Background: an optimization exercise with open tools, aiming at small area. Do not read the settings as production practice.
No run shown here included a check of the RTL's function; only the layout flow was run.
Power is estimated from default activity; no workload was simulated.

==> flow/design.v (outline; a module is shown in full before it is edited, if it fits) <==
// module playrec: 854 lines
// module fa_cell: 3 lines
// module sel_dec: 7 lines
// module ha_cell: 3 lines
module playrec(
	input			CLOCK_50, reset,
	output reg	[21:0]	ram_addr,
	output	[15:0]	ram_data_in,
	output			ram_read, ram_write,
	input	[15:0]	ram_data_out,
	input			ram_valid, ram_waitrq,
	output	[15:0]	audio_out,
	input	[15:0]	audio_in,
	input			audio_out_allowed, audio_in_available,
	output			write_audio_out, read_audio_in,
	input			play, record, pause,
	input	[1:0]	speed,
	input [2:0] sel
);
  // ...
==> flow/run.sh <==
#!/bin/bash
# synth_recipe.tcl (not shown) runs the flow's synth.tcl, then flattens the netlist and writes it again
# the make line also repeats each setting of config.mk as NAME=value (left out here)
make -C /OpenROAD-flow-scripts/flow DESIGN_CONFIG=/design/flow/config.mk WORK_HOME=/design/flow/orfs CLKGATE_MAP_FILE= SYNTH_SCRIPT=/design/flow/synth_recipe.tcl finish
==> flow/config.mk <==
export PLATFORM = sky130hd
export DESIGN_NAME = playrec
export DESIGN_NICKNAME = playrec
export VERILOG_FILES = /design/flow/design.v
export SDC_FILE = /design/flow/constraint.sdc
export NUM_CORES = 4
export LEC_CHECK = 0
export CAP_MARGIN = 20
export CORE_MARGIN = 2
export CORE_UTILIZATION = 40
export GPL_TIMING_DRIVEN = 0
export SETUP_SLACK_MARGIN = 0.2
export SLEW_MARGIN = 20
export SYNTH_HIERARCHICAL = 1
export SYNTH_MINIMUM_KEEP_SIZE = 0
==> flow/constraint.sdc <==
create_clock -name core_clock -period 10.0 [get_ports {CLOCK_50}]
set_input_delay 2.0000 -clock core_clock [delete_from_list [all_inputs] [get_ports {CLOCK_50}]]
set_output_delay 2.0000 -clock core_clock [all_outputs]
set_load 0.01 [all_outputs]
==> impl_metrics.csv, run 1 <==
group,metric,value,unit
yosys,synth_warnings,7,
critical_path,critPathMaxStageDelay,0.60,ns
final_layout,diodes_inserted,0,
final_layout,nNonClkInverters,18,
sta,report.final.hold_viol_count,0,
final_layout,area_growth,20.3,%
final_layout,non_clock_buffer_count,167,
floorplanning,initial_utilization,0.408,
critical_path,critical_path.startpoint,"sel[1]",
sta,slew_headroom,0.520,
floorplanning,core,32700,um^2
sta,setup_viol,0,
floorplanning,pin_count,104,
pwr,power_density,394,nW/um^2
final_layout,share_of_cell_area_taken_by_multi_input_logic_gates,0.545,
pwr,part_of_the_total_power_dissipated_in_combinational_logic,0.684,
global_route,grt_usage,0.225,
pwr,pwr-share-seq,0.173,
sta,final.period_utilization,0.970,
yosys,postSynthCellCount,1142,
run_status,status,"finished clean",
sta,finalHoldWorstSlack,0.361,ns
hold_path,hold_path_depth,0,
hold_path,hold-path-endpoint,"x6[0]$_DFF_P_",
critical_path,timing.critical_path.from_type,"input port",
global_route,grtUsageMet2,0.356,
floorplanning,die_height,187,um
placement,place_inst,1671,
clock_tree,post_cts_resize_count,117,
critical_path,timing_worst_setup_path_type,"in2out",
final_layout,layout.cell_area.non_filler,16000,um^2
pwr,p_clk_frac,0.143,
final_layout,drive_above_1_share,0.138,
floorplanning,fp.dieW,187,um
flow_run,max-cap-violations,0,
final_layout,sequential_portion_of_the_cell_area,0.276,
critical_path,critPathArrivalTime,7.70,ns
pwr,switching_share,0.454,
critical_path,worstSetupPathDepth,20,
yosys,syn-mean-instance-area,11.7,um^2
sta,finalClockSkew,0.0150,ns
pwr,power.sequential.total,1.09,mW
==> run 2, diff against run 1 <==
--- a/flow/config.mk
+++ b/flow/config.mk
@@ -9,4 +9,5 @@
 export CORE_MARGIN = 2
 export CORE_UTILIZATION = 40
+export CTS_BUF_LIST = sky130_fd_sc_hd__clkbuf_8
 export GPL_TIMING_DRIVEN = 0
 export SETUP_SLACK_MARGIN = 0.2
==> run 2 against run 1 <==
Against the previous run: clock power shrank 3.0%; die area is the same; sequential share of layout area grew 0.075 points; cell area shrank 0.27%; worst setup slack gained 0.029 ns; combinational power shrank 2%; synthesized area is the same; fmax grew 0.30%; non-clock buffer count shrank 1; cell count grew 1.4%; clock skew grew 0.019 ns; register-to-register slack is essentially flat; critical endpoint unchanged; largest cell class unchanged.
==> impl_metrics.csv, run 2 <==
group,metric,value,unit
floorplanning,floorplan.die_area,34800,um^2
critical_path,critPathArrivalTime,7.68,ns
drt,drc,0,
global_route,wire_length_of_the_first_global_routing_pass,61300,um
sta,rsz0062_at_grt,"false",
drt,route.vias.total,9793,
hold_path,holdCritPathClass,"reg2reg",
clock_tree,cts.htree.levels,2,
final_layout,final_net_count,1607,
sta,finalHoldWorstSlack,0.361,ns
drt,route.detailed.vias_per_inst,5.60,
clock_tree,clock_latency,0.57,ns
critical_path,critical_path_required,8.00,ns
global_route,grt_usage,0.230,
sta,finalWorstSetupSlack,0.325,ns
final_layout,fillers,3004,
pwr,leakage,6.89,nW
placement,dp.final_hpwl,31900,um
floorplanning,core,32700,um^2
sta,fmax,0.103,GHz
pwr,total_power,6.23,mW
pwr,power_density,389,nW/um^2
flow_run,max-cap-violations,0,
final_layout,diodes_inserted,0,
critical_path,critical_path_end_type,"output pin",
final_layout,final_common_cell,"dfxtp_1",
floorplanning,pin_count,104,
global_route,grt_overflow,0,
yosys,postSynthCellCount,1142,
yosys,synth_warnings,7,
sta,worst_pin_slew,0.705,ns
final_layout,most-common-layout-cells,"221 x dfxtp_1, 213 x fa_1, 116 x nand2_1",
drt,antenna_left,0,
sta,fin_setup_tns,0,ns
sta,report.final.hold_viol_count,0,
drt,route.detailed.wl_per_inst,22.8,um
final_layout,largest_reg_flops,22,
clock_tree,path_clk_slew,0.06,ns
drt,detail_route.first_pass.iterations,7,
pwr,peakVddDrop,0.486,mV
clock_tree,postCtsHoldBufs,0,
critical_path,timing.critical_path.from_type,"input port",
final_layout,drive_above_1_share,0.146,
sta,final_critical_delay_including_setup_and_external_delays,9.68,ns
floorplanning,initial_utilization,0.408,
clock_tree,cts_tree,"built",
global_route,grt_max_degree,17,
floorplanning,fp-row-count,66,
global_route,grt_antenna_before_repair,0,
placement,gpl.final_weighted_congestion,0.954,
drt,wirelength,40000,um
critical_path,worst-path-max-fanout,14,
global_route,grt_pass1_vias,10400,
run_status,status,"finished clean",
sta,finalClockSkew,0.0340,ns
floorplanning,fp.dieW,187,um
placement,placement.cell_area,14800,um^2
clock_tree,cts_sinks,221,
yosys,syn-mean-instance-area,11.7,um^2
sta,slew_headroom,0.525,
sta,setup_viol,0,
drt,drt-initial-drc-count,948,
final_layout,layout.cell_area.non_filler,16000,um^2
critical_path,timing_worst_setup_path_type,"in2out",
sta,final.period_utilization,0.968,
clock_tree,clk_path_buf_depth,3,
clock_tree,cts-root-buf,"clkbuf_8",
final_layout,regMostFlops,"ram_addr",
yosys,mappedNetlistArea,13300,um^2
floorplanning,die_height,187,um
placement,detailedPlace.worstSlack,-1.78,ns
final_layout,area_growth,20.0,%
sta,maxSlewViolCount,0,
placement,number_of_buffers_inserted_by_port_buffering,87,
clock_tree,cts_made_buffers,39,
-- run 2: changes by cell type in the layout (fill, tap and decap cells not counted), sizes merged --
cell / delta
inv: +10
bufinv: +1
clkinv: +2
dlymetal6s2s: -1
clkinvlp: -2
dlygate4sd2: +1
clkbuf: +15
clkdlybuf4s15: -1
-- run 2: per-stage QoR --
| stage | utilization | std cells |
|---|---|---|
| after CTS | 0.486 | 1750 |
| after global placement | 0.451 | 1671 |
| after global routing | 0.489 | 1750 |
| after floorplan | - | 1142 |
| final | 0.489 | 1750 |
| after detailed placement | 0.451 | 1671 |
-- run 2: area by class of cell --
cell class | count | area (um^2) | share of cell area
inverter | 18 | 70.1 | 0.00438
multi-input combinational | 834 | 8720 | 0.545
tap | 442 | 553 | 0.0346
clock inverter | 22 | 174 | 0.0109
clock buffer | 47 | 647 | 0.0404
timing repair buffer | 98 | 952 | 0.0595
buffer | 68 | 459 | 0.0287
sequential | 221 | 4420 | 0.276
-- run 2: power breakdown --
| group | internal (mW) | leakage [nW] | switching [mW] |
|---|---|---|---|
| sequential | 0.969 | 1.86 | 0.123 |
| combinational | 1.90 | 4.57 | 2.35 |
| clock | 0.486 | 0.463 | 0.392 |
-- run 2: final timing paths --
check           startpoint               to  slack (ns)  depth (start not counted)
min          x5[0]$_DFF_P_    x6[0]$_DFF_P_        0.36                          0
max reg2reg  x2[0]$_DFF_P_   s3[16]$_DFF_P_        2.89                         18
max                 sel[1]  ram_data_in[13]        0.32                         20
min reg2reg  x5[0]$_DFF_P_    x6[0]$_DFF_P_        0.36                          0
-- run 2: what timing repair did --
item,4_1_cts,5_1_grt
buffers inserted,11,0
setup endpoints to repair,16,14
gates resized for setup,123,38
gates cloned,0,0
pin swaps,7,10
-- run 2: layer usage --
metal,wire [um],global-route usage,vias up
met3,3040,0.0393,91
li1,-,-,4313
met4,1420,0.0919,0
met1,17000,0.315,4884
met2,18500,0.363,505
met5,0,0.00137,-
-- run 2: critical path, stage by stage --
cell,delay (ns)
buf_4,0.18
and3b_2,0.23
buf_6,0.16
clkbuf_8,0.19
a222oi_1,0.54
o21ai_2,0.19
fa_1,0.60
fa_2,0.47
fa_2,0.38
fa_1,0.54
fa_1,0.42
ha_1,0.27
clkbuf_4,0.18
a21o_1,0.20
a211oi_2,0.23
a31oi_1,0.13
a311o_1,0.35
a21oi_2,0.12
xnor2_1,0.12
buf_2,0.15
==> run 3, diff against run 2 <==
==> flow/flow/run.sh (new file) <==
#!/bin/bash
# Standard ORFS layout (the standard.sh, unchanged synthesis) with two
# layout-only choices passed to the ORFS scripts:
#  - port buffers use the smallest buffer cell (every port is still buffered)
#  - clock tree synthesis without dummy loads
set -euo pipefail
export BUFFER_PORTS_ARGS="-buffer_cell sky130_fd_sc_hd__buf_1"
export CTS_ARGS="-sink_clustering_enable -repair_clock_nets -dont_use_dummy_load"
bash standard.sh > standard_flow.log 2>&1
==> flow/standard.sh (new file) <==
#!/bin/bash
# synth_recipe.tcl (not shown) runs the flow's synth.tcl, then flattens the netlist and writes it again
# the make line also repeats each setting of config.mk as NAME=value (left out here)
make -C /OpenROAD-flow-scripts/flow DESIGN_CONFIG=/design/flow/config.mk WORK_HOME=/design/flow/orfs CLKGATE_MAP_FILE= SYNTH_SCRIPT=/design/flow/synth_recipe.tcl "${@:-finish}"
--- a/flow/config.mk
+++ b/flow/config.mk
@@ -9,5 +9,4 @@
 export CORE_MARGIN = 2
 export CORE_UTILIZATION = 40
-export CTS_BUF_LIST = sky130_fd_sc_hd__clkbuf_8
 export GPL_TIMING_DRIVEN = 0
 export SETUP_SLACK_MARGIN = 0.2
removed: flow/run.sh
==> run 3 against run 2 <==
Against the previous run: synthesized cell count unchanged; critical endpoint unchanged; still clean; largest cell class unchanged; via count down 1.5%; cell count down 2.6%; fmax up 0.15%; worst setup slack better by 0.015 ns; global-route usage down 0.97 points; total power down 8.9%; flip-flop and latch count unchanged; synthesized area unchanged.
==> impl_metrics.csv, run 3 <==
group,metric,value,unit
clock_tree,cts_tree,"built",
global_route,grt_max_degree,17,
critical_path,cpLargestDelayFamily,"adder cells",
final_layout,layout.cell_area.non_filler,15200,um^2
placement,place_inst,1671,
drt,route.detailed.vias_per_inst,5.66,
pwr,power_density,374,nW/um^2
sta,final_critical_delay_including_setup_and_external_delays,9.66,ns
final_layout,final_common_cell,"dfxtp_1",
critical_path,crit_path_cell_trace,"buf_4, nor2_2, and2_2, inv_1, clkbuf_1, o22ai_1, fa_1, fa_2, fa_2, fa_1, fa_1, ha_1, buf_4, a21o_1, a211oi_2, a31oi_1, a311o_1, a21oi_2, xnor2_1, buf_2",
critical_path,timing_worst_setup_path_type,"in2out",
yosys,mappedNetlistArea,13300,um^2
clock_tree,cts_made_buffers,24,
drt,drc,0,
sta,worst_pin_slew,0.821,ns
critical_path,worst_r2r_startpoint,"x6[0]$_DFF_P_",
floorplanning,pin_count,104,
clock_tree,cts-root-buf,"clkbuf_16",
final_layout,regMostFlops,"ram_addr",
critical_path,timing.critical_path.from_type,"input port",
global_route,wire_length_of_the_first_global_routing_pass,58900,um
run_status,status,"finished clean",
drt,wirelength,38200,um
final_layout,largest_reg_flops,22,
hold_path,holdCritPathClass,"reg2reg",
sta,finalHoldWorstSlack,0.361,ns
final_layout,final_cells,1704,
pwr,leakage,6.42,nW
critical_path,critical_path.startpoint,"sel[1]",
clock_tree,clock_latency,0.52,ns
clock_tree,postCtsHoldBufs,0,
global_route,grt_antenna_before_repair,0,
critical_path,worst-path-buf-inv,5,
sta,maxSlewViolCount,0,
clock_tree,clk_path_buf_depth,3,
sta,slew_headroom,0.453,
flow_run,max-cap-violations,0,
placement,gpl.final_weighted_congestion,0.927,
placement,dp.final_hpwl,31000,um
drt,route.vias.total,9651,
placement,number_of_buffers_inserted_by_port_buffering,87,
critical_path,critical_path_end_type,"output pin",
critical_path,critPathArrivalTime,7.66,ns
floorplanning,floorplan.die_area,34800,um^2
final_layout,diodes_inserted,0,
critical_path,critical_path_required,8.00,ns
placement,placement.cell_area,14200,um^2
drt,detail_route.first_pass.iterations,6,
final_layout,final_net_count,1591,
pwr,peakVddDrop,0.390,mV
global_route,grt_pass1_vias,10100,
yosys,synth_warnings,7,
final_layout,area_growth,13.8,%
hold_path,timing.hold.worst.start,"x5[0]$_DFF_P_",
final_layout,finish.utilization,0.464,
drt,antenna_left,0,
global_route,grt_usage,0.220,
floorplanning,fp.dieW,187,um
final_layout,drive_above_1_share,0.111,
floorplanning,die_height,187,um
sta,final.period_utilization,0.966,
clock_tree,cts.htree.levels,1,
drt,route.detailed.wl_per_inst,22.4,um
critical_path,critPathMaxStageDelay,0.64,ns
critical_path,critPathSlowestCell,"fa_1",
global_route,grt_overflow,0,
floorplanning,initial_utilization,0.408,
drt,drt-initial-drc-count,1062,
sta,setup_viol,0,
final_layout,most-common-layout-cells,"221 x dfxtp_1, 213 x fa_1, 117 x nand2_1",
sta,finalClockSkew,0.0401,ns
sta,fmax,0.104,GHz
clock_tree,cts_sinks,221,
yosys,syn-mean-instance-area,11.7,um^2
yosys,postSynthCellCount,1142,
critical_path,worst-path-max-fanout,14,
floorplanning,fp-row-count,66,
sta,report.final.hold_viol_count,0,
critical_path,crit_path_frequent_cell,"fa_1",
sta,fin_setup_tns,0,ns
floorplanning,core,32700,um^2
sta,rsz0062_at_grt,"false",
clock_tree,path_clk_slew,0.06,ns
[run 3: per-layer routing]
metal / vias up / GRT usage / part of all wire / routed length, um
met1: 4801 / 0.303 / 0.42 / 16200
met3: 79 / 0.0431 / 0.088 / 3380
li1: 4254 / - / - / -
met5: - / 0 / 0 / 0
met4: 0 / 0.0852 / 0.037 / 1400
met2: 517 / 0.344 / 0.45 / 17300
[run 3: area by class of cell]
| cell class | count | area (um^2) |
|---|---|---|
| Buffer | 68 | 438 |
| Tap cell | 442 | 553 |
| Fill cell | 3050 | 17500 |
| Timing Repair Buffer | 97 | 419 |
| Inverter | 18 | 70.1 |
| Clock buffer | 24 | 601 |
| Sequential cell | 221 | 4420 |
| Multi-Input combinational cell | 834 | 8670 |
[run 3: through the flow]
stage	total power, mW	setup slack, ns
2_1_floorplan	3.67	0.798
4_1_cts	5.60	0.216
6_report	5.67	0.339
3_5_place_dp	4.77	-1.08
3_3_place_gp	4.73	-1.03
5_1_grt	6.18	0.200
[run 3: power by group]
group	internal, mW	total [mW]	switching (mW)	leakage (nW)
clock	0.419	0.737	0.318	0.296
combinational	1.52	3.84	2.33	4.27
sequential	0.969	1.09	0.122	1.86
[run 3: worst paths after layout]
check	cells after the start	slack, ns	to
min	0	0.36	x6[0]$_DFF_P_
max reg2reg	18	2.93	s2[16]$_DFF_P_
max	20	0.34	ram_data_in[13]
min reg2reg	0	0.36	x6[0]$_DFF_P_
[run 3: repair_timing]
action                     4_1_cts  5_1_grt
setup endpoints to repair       16       14
gates cloned                     0        0
resized for setup               66       70
pin swaps                        4       11
buffers inserted                 5        5
hold endpoints to repair         0        0
[run 3: worst register-to-register path, stage by stage, from the launching register on]
cell and delay [ns]:
dfxtp_1 0.35, ha_1 0.21, fa_1 0.38, fa_1 0.40
fa_1 0.41, fa_1 0.41, fa_1 0.42, fa_1 0.40
fa_1 0.41, fa_1 0.41, fa_1 0.40, fa_1 0.41
fa_1 0.42, fa_1 0.42, fa_1 0.40, fa_1 0.42
fa_1 0.39, xnor2_1 0.15, xnor2_1 0.12
==> run 4, diff against run 3 <==
--- a/flow/flow/run.sh
+++ b/flow/flow/run.sh
@@ -6,4 +6,4 @@
 set -euo pipefail
 export BUFFER_PORTS_ARGS="-buffer_cell sky130_fd_sc_hd__buf_1"
-export CTS_ARGS="-sink_clustering_enable -repair_clock_nets -dont_use_dummy_load"
+export CTS_ARGS="-sink_clustering_enable -repair_clock_nets -dont_use_dummy_load -buf_list sky130_fd_sc_hd__clkbuf_4"
 bash standard.sh > standard_flow.log 2>&1
==> run 4 against run 3 <==
Against the previous run: synthesized cell count is the same; highest routed layer unchanged; sequential power is essentially flat; cell count grew 2.0%; flip-flop and latch count is the same; via count grew 1.9%; fmax is essentially flat; global-route usage grew 0.25 points; critical path depth is the same; still clean on timing, DRC and antenna.
==> impl_metrics.csv, run 4 <==
group,metric,value,unit
run_status,status,"finished clean",
drt,antenna_left,0,
yosys,mappedNetlistArea,13300,um^2
floorplanning,initial_utilization,0.408,
pwr,leakage,6.38,nW
hold_path,holdCritPathClass,"reg2reg",
clock_tree,clk_path_buf_depth,3,
pwr,peakVddDrop,0.389,mV
global_route,grt_pass1_vias,10300,
critical_path,regToRegSetupSlack,2.92,ns
sta,setup_viol,0,
final_layout,largest_reg_flops,22,
critical_path,critPathMaxStageDelay,0.57,ns
critical_path,crit_path_cell_trace,"buf_4, nor2_2, and2_2, inv_1, clkbuf_1, o22ai_1, fa_1, fa_1, fa_1, fa_1, fa_1, ha_1, clkbuf_4, a21o_1, a211oi_2, a31oi_1, a311o_1, a21oi_2, xnor2_1, buf_2",
yosys,synth_warnings,7,
final_layout,drive_above_1_share,0.133,
sta,report.final.hold_viol_count,0,
sta,finalClockSkew,0.0672,ns
sta,final_critical_delay_including_setup_and_external_delays,9.67,ns
critical_path,critPathArrivalTime,7.67,ns
drt,wirelength,38500,um
global_route,wire_length_of_the_first_global_routing_pass,59300,um
drt,detail_route.first_pass.iterations,6,
pwr,total_power,5.49,mW
critical_path,critPathSlowestCell,"fa_1",
final_layout,final_common_cell,"dfxtp_1",
pwr,power_density,366,nW/um^2
floorplanning,die_height,187,um
placement,number_of_buffers_inserted_by_port_buffering,87,
sta,finalHoldWorstSlack,0.312,ns
floorplanning,pin_count,104,
clock_tree,path_clk_slew,0.06,ns
placement,gpl.final_weighted_congestion,0.927,
clock_tree,cts-root-buf,"clkbuf_4",
critical_path,critical_path.startpoint,"sel[0]",
final_layout,finish.utilization,0.459,
sta,maxSlewViolCount,0,
drt,drt-initial-drc-count,1021,
sta,fin_setup_tns,0,ns
yosys,syn-mean-instance-area,11.7,um^2
drt,drc,0,
sta,rsz0062_at_grt,"false",
clock_tree,cts_made_buffers,56,
sta,fmax,0.103,GHz
critical_path,worst_r2r_startpoint,"x1[0]$_DFF_P_",
critical_path,crit_path_frequent_cell,"fa_1",
placement,detailedPlace.worstSlack,-1.08,ns
critical_path,critical_path_end_type,"output pin",
critical_path,crit_end,"ram_data_in[13]",
final_layout,regMostFlops,"ram_addr",
final_layout,area_growth,12.5,%
critical_path,critical_path_required,8.00,ns
sta,slew_headroom,0.472,
final_layout,final_net_count,1624,
clock_tree,cts_sinks,221,
global_route,grt_overflow,0,
floorplanning,floorplan.die_area,34800,um^2
placement,dp.final_hpwl,31000,um
global_route,grt_antenna_before_repair,1,
critical_path,r2r.worst_path.cells,18,
clock_tree,cts.htree.levels,2,
clock_tree,clock_latency,0.66,ns
clock_tree,cts_tree,"built",
global_route,grt_usage,0.222,
sta,finalWorstSetupSlack,0.331,ns
global_route,grt_max_degree,17,
critical_path,critical_path.reg2reg.endpoint,"s2[16]$_DFF_P_",
critical_path,timing_worst_setup_path_type,"in2out",
sta,worst_pin_slew,0.791,ns
critical_path,worst-path-max-fanout,14,
floorplanning,core,32700,um^2
drt,route.detailed.vias_per_inst,5.66,
critical_path,timing.critical_path.from_type,"input port",
floorplanning,fp.dieW,187,um
drt,route.detailed.wl_per_inst,22.1,um
floorplanning,fp-row-count,66,
yosys,postSynthCellCount,1142,
drt,route.vias.total,9836,
sta,final.period_utilization,0.967,
final_layout,most-common-layout-cells,"221 x dfxtp_1, 213 x fa_1, 117 x nand2_1",
flow_run,max-cap-violations,0,
[run 4: worst max-delay path, delay by kind of cell]
kind                       cells  cell delay (ns)
AOI/OAI and AO/OA              6             1.40
buffers and inverters          5             1.17
and+or+nand+nor                2             0.27
adders and majority gates      6             2.67
xor gates and xnor gates       1             0.14
[run 4: worst min-delay path by stage]
stage	startpoint	endpoint	slack [ns]	cells past startpoint
finish	x2[4]$_DFF_P_	x3[4]$_DFF_P_	0.31	0
global route	x2[4]$_DFF_P_	x3[4]$_DFF_P_	0.32	0
CTS	x2[4]$_DFF_P_	x3[4]$_DFF_P_	0.31	0
detailed placement	x5[0]$_DFF_P_	x6[0]$_DFF_P_	0.35	0
global placement	x5[0]$_DFF_P_	x6[0]$_DFF_P_	0.34	0
floorplan	x5[0]$_DFF_P_	x6[0]$_DFF_P_	0.33	0
[run 4: timing repair]
| item | CTS | global route |
|---|---|---|
| pin swaps | 4 | 9 |
| gates cloned | 0 | 0 |
| endpoints found under the setup margin | 16 | 14 |
| hold buffers | 0 | 0 |
| buffers inserted | 5 | 6 |
| gates resized for setup | 66 | 66 |
[run 4: through the flow]
step | area (um^2) | std cells
global placement | 14200 | 1671
finish | 15000 | 1738
floorplan | 13300 | 1142
global route | 15000 | 1738
detailed placement | 14200 | 1671
CTS | 14800 | 1731
[run 4: cell type report]
cell class / count / area (um^2)
Fill cell: 3082 / 17700
Multi-Input combinational cell: 834 / 8670
Sequential cell: 221 / 4420
Tap cell: 442 / 553
Timing Repair Buffer: 98 / 434
Buffer: 68 / 425
Clock buffer: 56 / 420
Inverter: 18 / 70.1
Antenna cell: 1 / 2.50
[run 4: metal layers]
metal  wire length [um]  vias to the layer above  part of all wire  global-route usage
met5                  0                        -                 0                   0
met4               1390                        0             0.036              0.0928
met3               3100                       85             0.080              0.0457
met2              17500                      515              0.45               0.345
met1              16500                     4900              0.43               0.304
li1                   -                     4336                 -                   -
[run 4: power breakdown]
part / internal (mW) / switching [mW]
Clock: 0.253 / 0.304
Combinational: 1.52 / 2.32
Sequential: 0.969 / 0.123
Total: 2.74 / 2.75
==> run 5, diff against run 4 <==
--- a/flow/config.mk
+++ b/flow/config.mk
@@ -9,5 +9,4 @@
 export CORE_MARGIN = 2
 export CORE_UTILIZATION = 40
-export GPL_TIMING_DRIVEN = 0
 export SETUP_SLACK_MARGIN = 0.2
 export SLEW_MARGIN = 20
==> run 5 against run 4 <==
Against the previous run: still clean; first-iteration DRC count fell by 8.6%; non-clock buffer count fell by 60; critical path depth fell by 1; worst setup slack improved by 0.11 ns; cell area fell by 2.3%; cell count fell by 3.3%; synthesized cell count did not move; register-to-register slack improved by 0.03 ns; sequential power barely moved; clock-buffer cell count rose by 2; largest cell class unchanged; highest routed layer unchanged.
==> impl_metrics.csv, run 5 <==
group,metric,value,unit
final_layout,finish.utilization,0.448,
sta,maxSlewViolCount,0,
clock_tree,cts-root-buf,"clkbuf_4",
drt,wirelength,37900,um
yosys,synth_warnings,7,
clock_tree,cts_made_buffers,58,
floorplanning,floorplan.die_area,34800,um^2
pwr,power_density,368,nW/um^2
final_layout,most-common-layout-cells,"221 x dfxtp_1, 215 x fa_1, 117 x nand2_1",
global_route,wire_length_of_the_first_global_routing_pass,59700,um
critical_path,critical_path_required,8.00,ns
hold_path,holdCritPathClass,"reg2reg",
drt,route.detailed.wl_per_inst,22.5,um
placement,gpl.final_weighted_congestion,0.944,
sta,final.period_utilization,0.956,
floorplanning,fp.dieW,187,um
final_layout,area_growth,9.86,%
sta,setup_viol,0,
placement,number_of_buffers_inserted_by_port_buffering,71,
yosys,mappedNetlistArea,13300,um^2
critical_path,critPathArrivalTime,7.56,ns
floorplanning,initial_utilization,0.408,
yosys,syn-mean-instance-area,11.7,um^2
final_layout,final_net_count,1566,
floorplanning,fp-row-count,66,
final_layout,largest_reg_flops,22,
critical_path,worst-path-max-fanout,34,
critical_path,timing_worst_setup_path_type,"in2out",
critical_path,critical_path.startpoint,"sel[0]",
drt,drt-initial-drc-count,933,
critical_path,worst_r2r_startpoint,"x6[0]$_DFF_P_",
clock_tree,clock_latency,0.68,ns
critical_path,timing.critical_path.from_type,"input port",
drt,detail_route.first_pass.iterations,6,
yosys,postSynthCellCount,1142,
final_layout,regMostFlops,"ram_addr",
clock_tree,postCtsSetupRepairBufs,0,
hold_path,timing.hold.worst.start,"x2[4]$_DFF_P_",
floorplanning,pin_count,104,
sta,slew_headroom,0.571,
critical_path,critical_path.reg2reg.endpoint,"s2[16]$_DFF_P_",
floorplanning,die_height,187,um
drt,route.vias.total,9626,
critical_path,critical_path_end_type,"output pin",
flow_run,max-cap-violations,0,
sta,fin_setup_tns,0,ns
sta,finalClockSkew,0.0921,ns
drt,route.detailed.vias_per_inst,5.73,
clock_tree,cts_sinks,221,
clock_tree,path_clk_slew,0.06,ns
drt,drc,0,
hold_path,hold-path-endpoint,"x3[4]$_DFF_P_",
critical_path,r2r.worst_path.cells,18,
final_layout,final_common_cell,"dfxtp_1",
run_status,status,"finished clean",
global_route,grt_usage,0.222,
sta,fmax,0.105,GHz
sta,rsz0062_at_grt,"true",
final_layout,drive_above_1_share,0.103,
critical_path,regToRegSetupSlack,2.95,ns
sta,report.final.hold_viol_count,0,
drt,antenna_left,0,
floorplanning,core,32700,um^2
pwr,leakage,6.21,nW
pwr,peakVddDrop,0.439,mV
clock_tree,clk_path_buf_depth,3,
sta,worst_pin_slew,0.637,ns
global_route,grt_overflow,0,
clock_tree,cts.htree.levels,2,
global_route,grt_max_degree,47,
global_route,grt_pass1_vias,10300,
clock_tree,cts_tree,"built",
placement,dp.final_hpwl,30000,um
global_route,grt_antenna_before_repair,1,
sta,final_critical_delay_including_setup_and_external_delays,9.56,ns
hold_path,hold_path_depth,0,
sta,finalHoldWorstSlack,0.326,ns
==> run 5: changes by cell type in the layout (fill, tap and decap cells not counted), moves of 6 or more <==
cell	change
buf_12	+6
clkbuf_1	-16
buf_2	-6
buf_1	-15
clkbuf_2	-12
==> run 5: metrics by stage <==
step / worst slack, ns / instance area [um^2] / power, mW / cells
3_5_place_dp: 0.272 / 14200 / 4.78 / 1621
4_1_cts: 0.233 / 14600 / 5.38 / 1679
6_report: 0.438 / 14600 / 5.40 / 1680
3_3_place_gp: 0.258 / 14200 / 4.75 / 1621
2_1_floorplan: 0.798 / 13300 / 3.67 / 1142
5_1_grt: 0.188 / 14600 / 5.89 / 1680
==> run 5: metal layers <==
| layer | GRT usage | share of wire |
|---|---|---|
| met5 | 0 | 0 |
| met4 | 0.0748 | 0.026 |
| met3 | 0.0515 | 0.090 |
| met2 | 0.348 | 0.46 |
| met1 | 0.304 | 0.43 |
==> run 5: timing repair <==
item,CTS,global route
setup endpoints to repair,0,10
resized for setup,0,7
hold buffers,0,0
==> run 5: worst max path at each step <==
stage	endpoint	slack [ns]
2_1_floorplan	ram_data_in[15]	0.80
5_1_grt	ram_data_in[14]	0.19
3_5_place_dp	ram_data_in[13]	0.27
6_report	ram_data_in[13]	0.44
4_1_cts	ram_data_in[13]	0.23
3_3_place_gp	ram_data_in[13]	0.26
==> run 5: where the power goes <==
| part | leakage, nW | switching [mW] | total (mW) | internal, mW |
|---|---|---|---|---|
| registers | 1.86 | 0.126 | 1.10 | 0.969 |
| clock network | 0.267 | 0.312 | 0.573 | 0.261 |
| logic | 4.09 | 2.22 | 3.73 | 1.51 |
| total | 6.21 | 2.66 | 5.40 | 2.74 |
==> run 5: area by class of cell <==
type                       instances  area [um^2]
inverter                          18         67.6
tap                              442          553
multi-input combinational        834         8560
clock buffer                      58          435
sequential                       221         4420
fill                            3135        18100
timing repair buffer             106          608
antenna                            1         2.50
==> run 5: worst max-delay path: stages <==
cell and delay (ns):
clkbuf_2 0.17, buf_4 0.19, and3b_2 0.22, buf_12 0.17
a222oi_1 0.37, o21ai_1 0.25, fa_1 0.58, fa_1 0.44
fa_1 0.43, fa_1 0.59, fa_1 0.43, ha_1 0.30
a21o_1 0.18, a211oi_1 0.25, a31oi_1 0.13, a311o_1 0.34
a21oi_1 0.15, xnor2_1 0.14, buf_1 0.18
==> run 6, diff against run 5 <==
--- a/flow/flow/run.sh
+++ b/flow/flow/run.sh
@@ -7,3 +7,4 @@
 export BUFFER_PORTS_ARGS="-buffer_cell sky130_fd_sc_hd__buf_1"
 export CTS_ARGS="-sink_clustering_enable -repair_clock_nets -dont_use_dummy_load -buf_list sky130_fd_sc_hd__clkbuf_4"
+export REMOVE_ABC_BUFFERS=1
 bash standard.sh > standard_flow.log 2>&1
--- a/flow/config.mk
+++ b/flow/config.mk
@@ -9,4 +9,5 @@
 export CORE_MARGIN = 2
 export CORE_UTILIZATION = 40
+export GPL_TIMING_DRIVEN = 0
 export SETUP_SLACK_MARGIN = 0.2
 export SLEW_MARGIN = 20
==> run 6 against run 5 <==
Against the previous run: combinational power shrank 1%; clock-buffer cell count shrank 2; cell count grew 0.65%; critical path type unchanged.
==> impl_metrics.csv, run 6 <==
group,metric,value,unit
clock_tree,cts_sinks,221,
floorplanning,initial_utilization,0.408,
final_layout,multi_input_area,8690,um^2
sta,fmax,0.103,GHz
critical_path,critical_path_required,8.00,ns
clock_tree,postCtsHoldBufs,0,
placement,dp.final_hpwl,28200,um
critical_path,critical_path_end_type,"output pin",
sta,setup_viol,0,
clock_tree,cts-root-buf,"clkbuf_4",
critical_path,critPathMaxStageDelay,0.54,ns
clock_tree,cts_made_buffers,56,
floorplanning,die_height,187,um
sta,report.final.hold_viol_count,0,
yosys,syn-mean-instance-area,11.7,um^2
critical_path,r2r.worst_path.cells,18,
run_status,status,"finished clean",
final_layout,fillers,3103,
floorplanning,pin_count,104,
critical_path,timing_worst_setup_path_type,"in2out",
sta,final_critical_delay_including_setup_and_external_delays,9.67,ns
critical_path,crit_path_frequent_cell,"fa_1",
clock_tree,clock_latency,0.69,ns
final_layout,largest_reg_flops,22,
pwr,power_density,358,nW/um^2
critical_path,worst-path-max-fanout,17,
drt,detail_route.first_pass.iterations,6,
flow_run,max-cap-violations,0,
critical_path,timing.critical_path.from_type,"input port",
drt,route.vias.total,9783,
drt,drt-initial-drc-count,1243,
final_layout,drive_above_1_share,0.123,
sta,worst_pin_slew,1.07,ns
yosys,postSynthCellCount,1142,
sta,maxSlewViolCount,0,
sta,slew_headroom,0.284,
clock_tree,clk_path_buf_depth,3,
drt,route.detailed.vias_per_inst,5.79,
final_layout,area_growth,11.6,%
placement,placement.cell_area,14000,um^2
sta,finalClockSkew,0.0622,ns
pwr,peakVddDrop,0.439,mV
sta,rsz0062_at_grt,"true",
final_layout,most-common-layout-cells,"221 x dfxtp_1, 215 x fa_1, 117 x nand2_1",
yosys,mappedNetlistArea,13300,um^2
hold_path,hold-path-endpoint,"x3[12]$_DFF_P_",
floorplanning,fp.dieW,187,um
sta,final.period_utilization,0.967,
global_route,grt_overflow,0,
global_route,grt_max_degree,36,
global_route,wire_length_of_the_first_global_routing_pass,58900,um
clock_tree,cts_tree,"built",
drt,wirelength,38900,um
global_route,grt_pass1_vias,10300,
critical_path,regToRegSetupSlack,2.95,ns
critical_path,critPathSlowestCell,"fa_1",
global_route,grt_antenna_before_repair,1,
final_layout,layout.cell_area.non_filler,14900,um^2
floorplanning,core,32700,um^2
drt,drc,0,
hold_path,hold_path_depth,0,
placement,gpl.final_weighted_congestion,0.899,
placement,number_of_buffers_inserted_by_port_buffering,71,
critical_path,crit_path_cell_trace,"clkbuf_4, nor3b_2, buf_6, buf_4, nand2_1, o211ai_1, fa_1, fa_1, fa_1, fa_1, fa_1, ha_1, a21o_1, a21o_1, a21oi_1, o21a_1, nor2_1, a211oi_1, buf_1",
critical_path,worst_r2r_startpoint,"x7[0]$_DFF_P_",
hold_path,holdCritPathClass,"reg2reg",
yosys,synth_warnings,7,
drt,antenna_left,0,
critical_path,critical_path.reg2reg.endpoint,"s1[16]$_DFF_P_",
clock_tree,cts.htree.levels,2,
final_layout,regMostFlops,"ram_addr",
drt,route.detailed.wl_per_inst,23.0,um
sta,finalHoldWorstSlack,0.353,ns
final_layout,final_common_cell,"dfxtp_1",
hold_path,timing.hold.worst.start,"x2[12]$_DFF_P_",
floorplanning,fp-row-count,66,
final_layout,final_net_count,1577,
critical_path,critPathArrivalTime,7.67,ns
pwr,leakage,6.29,nW
floorplanning,floorplan.die_area,34800,um^2
clock_tree,path_clk_slew,0.06,ns
global_route,grt_usage,0.220,
final_layout,sequential_cell_area,4420,um^2
==> run 6: cell types whose count changed in the layout (fill, tap and decap cells not counted), moves of 4 or more <==
cell and delta:
buf_4 +5, buf_6 +5, o21ai_1 +5, nor2_1 -5
clkinvlp_4 +5, nor2_4 +5, inv_1 -5, o21ai_0 -6
nor3b_4 +4
==> run 6: worst max path at each step <==
stage / startpoint / endpoint / slack [ns] / depth (start not counted)
2_1_floorplan: sel[2] / ram_data_in[15] / 0.09 / 15
3_3_place_gp: sel[0] / ram_data_in[13] / -3.45 / 18
3_5_place_dp: sel[1] / ram_data_in[7] / -0.96 / 17
4_1_cts: sel[0] / ram_data_in[7] / 0.16 / 18
5_1_grt: sel[1] / ram_data_in[13] / 0.11 / 19
6_report: sel[1] / ram_data_in[10] / 0.33 / 19
==> run 6: layout make-up <==
type / instances / area share
Multi-Input combinational cell: 837 / 0.584
Sequential cell: 221 / 0.297
Timing Repair Buffer: 115 / 0.0465
Tap cell: 442 / 0.0372
Clock buffer: 56 / 0.0282
Inverter: 18 / 0.00614
Timing Repair inverter: 1 / 0.000504
Antenna cell: 1 / 0.000168
==> run 6: critical path, delay by kind of cell <==
family / cells / cell delay (ns)
adders and majority gates: 6 / 2.79
AOI/OAI and AO/OA: 6 / 1.38
and+or+nand+nor: 3 / 0.57
buffers and inverters: 4 / 0.89
==> run 6: what timing repair did <==
item,in CTS,in global routing
resized for setup,23,20
buffers inserted,18,12
setup endpoints to repair,16,14
cloned,2,2
pin swaps,1,2
==> run 6: power by group <==
group,internal (mW),switching (mW),total (mW),leakage [nW]
combinational,1.46,2.22,3.69,4.18
sequential,0.969,0.116,1.08,1.86
clock,0.253,0.307,0.559,0.258
total,2.68,2.65,5.33,6.29
==> run 6: stage by stage <==
step           cells  setup slack, ns  TNS (ns)  utilization  total power, mW
5_1_grt         1691            0.114         0        0.455             5.75
3_3_place_gp    1586            -3.45    -50.59        0.423             4.65
6_report        1691            0.327         0        0.455             5.33
4_1_cts         1676            0.159         0        0.450             5.30
2_1_floorplan   1073           0.0854         0            -             3.65
3_5_place_dp    1600           -0.964    -12.17        0.429             4.70
==> run 6: metal layers <==
layer,share of wire,vias to the layer above,routed length [um],global-route usage
met1,0.40,4902,15600,0.286
met3,0.084,104,3270,0.0536
met4,0.034,0,1310,0.0821
li1,-,4239,-,-
met5,0,-,0,0
met2,0.48,538,18800,0.358
==> run 7, diff against run 6 <==
--- a/flow/flow/run.sh
+++ b/flow/flow/run.sh
@@ -6,5 +6,4 @@
 set -euo pipefail
 export BUFFER_PORTS_ARGS="-buffer_cell sky130_fd_sc_hd__buf_1"
-export CTS_ARGS="-sink_clustering_enable -repair_clock_nets -dont_use_dummy_load -buf_list sky130_fd_sc_hd__clkbuf_4"
-export REMOVE_ABC_BUFFERS=1
+export CTS_ARGS="-sink_clustering_enable -repair_clock_nets -dont_use_dummy_load -buf_list {sky130_fd_sc_hd__clkbuf_4 sky130_fd_sc_hd__clkbuf_8}"
 bash standard.sh > standard_flow.log 2>&1
==> run 7 against run 6 <==
Against the previous run: non-clock buffer count up 50; cell area up 1.4%; critical path type unchanged; critical endpoint is now ram_data_in[13]; sequential share of layout area down 0.41 points; hold slack better by 0.0037 ns.
==> impl_metrics.csv, run 7 <==
group,metric,value,unit
run_status,status,"finished clean",
sta,finalClockSkew,0.0477,ns
floorplanning,fp-row-count,66,
drt,wirelength,38500,um
drt,route.detailed.vias_per_inst,5.67,
global_route,grt_overflow,0,
pwr,peakVddDrop,0.388,mV
critical_path,critical_path.reg2reg.endpoint,"s2[16]$_DFF_P_",
final_layout,largest_reg_flops,22,
final_layout,layout.cell_area.non_filler,15100,um^2
drt,drt-initial-drc-count,1014,
yosys,mappedNetlistArea,13300,um^2
placement,detailedPlace.worstSlack,-1.08,ns
flow_run,max-cap-violations,0,
placement,placement.cell_area,14200,um^2
critical_path,critical_path.startpoint,"sel[0]",
critical_path,regToRegSetupSlack,2.98,ns
critical_path,crit_end,"ram_data_in[13]",
sta,final.period_utilization,0.969,
final_layout,final_common_cell,"dfxtp_1",
final_layout,diodes_inserted,0,
floorplanning,die_height,187,um
sta,finalWorstSetupSlack,0.311,ns
final_layout,finish.utilization,0.462,
final_layout,final_net_count,1605,
critical_path,r2r.worst_path.cells,18,
clock_tree,postCtsHoldBufs,0,
sta,final_critical_delay_including_setup_and_external_delays,9.69,ns
global_route,grt_antenna_before_repair,0,
clock_tree,clock_latency,0.54,ns
final_layout,final_cells,1718,
critical_path,critical_path_required,8.00,ns
final_layout,drive_above_1_share,0.120,
critical_path,critPathArrivalTime,7.69,ns
final_layout,area_growth,13.2,%
floorplanning,pin_count,104,
global_route,wire_length_of_the_first_global_routing_pass,59200,um
critical_path,worst-path-max-fanout,14,
clock_tree,clk_path_buf_depth,3,
global_route,grt_pass1_vias,10200,
pwr,power_density,369,nW/um^2
yosys,syn-mean-instance-area,11.7,um^2
critical_path,critical_path_end_type,"output pin",
hold_path,holdCritPathClass,"reg2reg",
drt,drc,0,
drt,detail_route.first_pass.iterations,6,
sta,worst_pin_slew,0.803,ns
floorplanning,fp.dieW,187,um
critical_path,timing.critical_path.from_type,"input port",
yosys,synth_warnings,7,
clock_tree,cts.htree.levels,2,
placement,number_of_buffers_inserted_by_port_buffering,87,
clock_tree,path_clk_slew,0.06,ns
drt,route.detailed.wl_per_inst,22.4,um
drt,antenna_left,0,
yosys,postSynthCellCount,1142,
critical_path,worst_r2r_startpoint,"x6[0]$_DFF_P_",
clock_tree,cts_sinks,221,
sta,slew_headroom,0.464,
floorplanning,core,32700,um^2
sta,finalHoldWorstSlack,0.356,ns
floorplanning,initial_utilization,0.408,
global_route,grt_usage,0.222,
drt,route.vias.total,9739,
global_route,grt_max_degree,17,
sta,setup_viol,0,
final_layout,regMostFlops,"ram_addr",
pwr,leakage,6.39,nW
sta,maxSlewViolCount,0,
clock_tree,cts_made_buffers,38,
placement,dp.final_hpwl,31000,um
placement,gpl.final_weighted_congestion,0.927,
sta,report.final.hold_viol_count,0,
clock_tree,cts_tree,"built",
placement,place_inst,1671,
final_layout,most-common-layout-cells,"221 x dfxtp_1, 213 x fa_1, 117 x nand2_1",
sta,fmax,0.103,GHz
sta,fin_setup_tns,0,ns
critical_path,timing_worst_setup_path_type,"in2out",
floorplanning,floorplan.die_area,34800,um^2
pwr,total_power,5.57,mW
sta,rsz0062_at_grt,"false",
clock_tree,cts-root-buf,"clkbuf_8",
run 7: where the power goes:
group	total [mW]	switching, mW	internal, mW
Combinational	3.83	2.32	1.52
Clock	0.649	0.314	0.335
Sequential	1.09	0.123	0.970
run 7: final cells by class:
cell class                      count  area (um^2)
Multi-Input combinational cell    834         8670
Inverter                           18         70.1
Tap cell                          442          553
Clock buffer                       38          523
Sequential cell                   221         4420
Fill cell                        3055        17600
Timing Repair Buffer               97          427
Buffer                             68          429
run 7: critical path, stage by stage:
cell and delay (ns):
buf_4 0.18, nor2_2 0.07, and2_2 0.22, inv_1 0.10
clkbuf_1 0.62, o22ai_1 0.21, fa_1 0.64, fa_2 0.47
fa_2 0.37, fa_1 0.54, fa_1 0.42, ha_1 0.28
clkbuf_4 0.18, a21o_1 0.20, a211oi_2 0.24, a31oi_1 0.14
a311o_1 0.36, a21oi_2 0.13, xnor2_1 0.14, buf_2 0.17
run 7: worst min path at each step:
stage | start | endpoint | cells after the start
finish | x5[5]$_DFF_P_ | x6[5]$_DFF_P_ | 0
global route | x2[4]$_DFF_P_ | x3[4]$_DFF_P_ | 0
CTS | x2[4]$_DFF_P_ | x3[4]$_DFF_P_ | 0
detailed placement | x5[0]$_DFF_P_ | x6[0]$_DFF_P_ | 0
global placement | x5[0]$_DFF_P_ | x6[0]$_DFF_P_ | 0
floorplan | x5[0]$_DFF_P_ | x6[0]$_DFF_P_ | 0
run 7: routing by layer:
metal  track usage  routed length, um  part of all wire
met1         0.305              16400              0.42
met2         0.344              17400              0.45
met3        0.0450               3220             0.083
met4        0.0946               1580             0.041
met5             0                  0                 0
run 7: timing repair:
item,in CTS,in global routing
buffers inserted,5,5
cloned,0,0
pin swaps,4,9
setup endpoints to repair,16,14
resized for setup,66,66

[separate check: timing with driven ports]
In the flow no input, the clock included, has a driving cell. The finished layouts below were timed again as built, in two steps. Step 1, drivers: a clkbuf_16 drives CLOCK_50 and a buf_2 each remaining input, both assumed. Step 2, shift: input delay + t, output delay - t, t = (earliest + latest rising clock arrival at the registers) / 2. This alone moves slack from input paths to output paths. a / b / c = no drivers / after step 1 / after step 2; a / b = the first two.
run	t (ns)	setup slack, ns	worst slew at a driven data input, ns
run 1	0.585	0.295 / 0.274 / 0.274	0.04
run 2	0.602	0.325 / 0.303 / 0.303	0.04
run 3	0.551	0.339 / 0.315 / 0.315	0.04
run 4	0.672	0.331 / 0.305 / 0.305	0.05
run 5	0.681	0.438 / 0.415 / 0.415	0.06
run 6	0.695	0.327 / 0.304 / 0.304	0.09
run 7	0.559	0.311 / 0.285 / 0.285	0.05
After both steps every run listed still meets setup and hold.
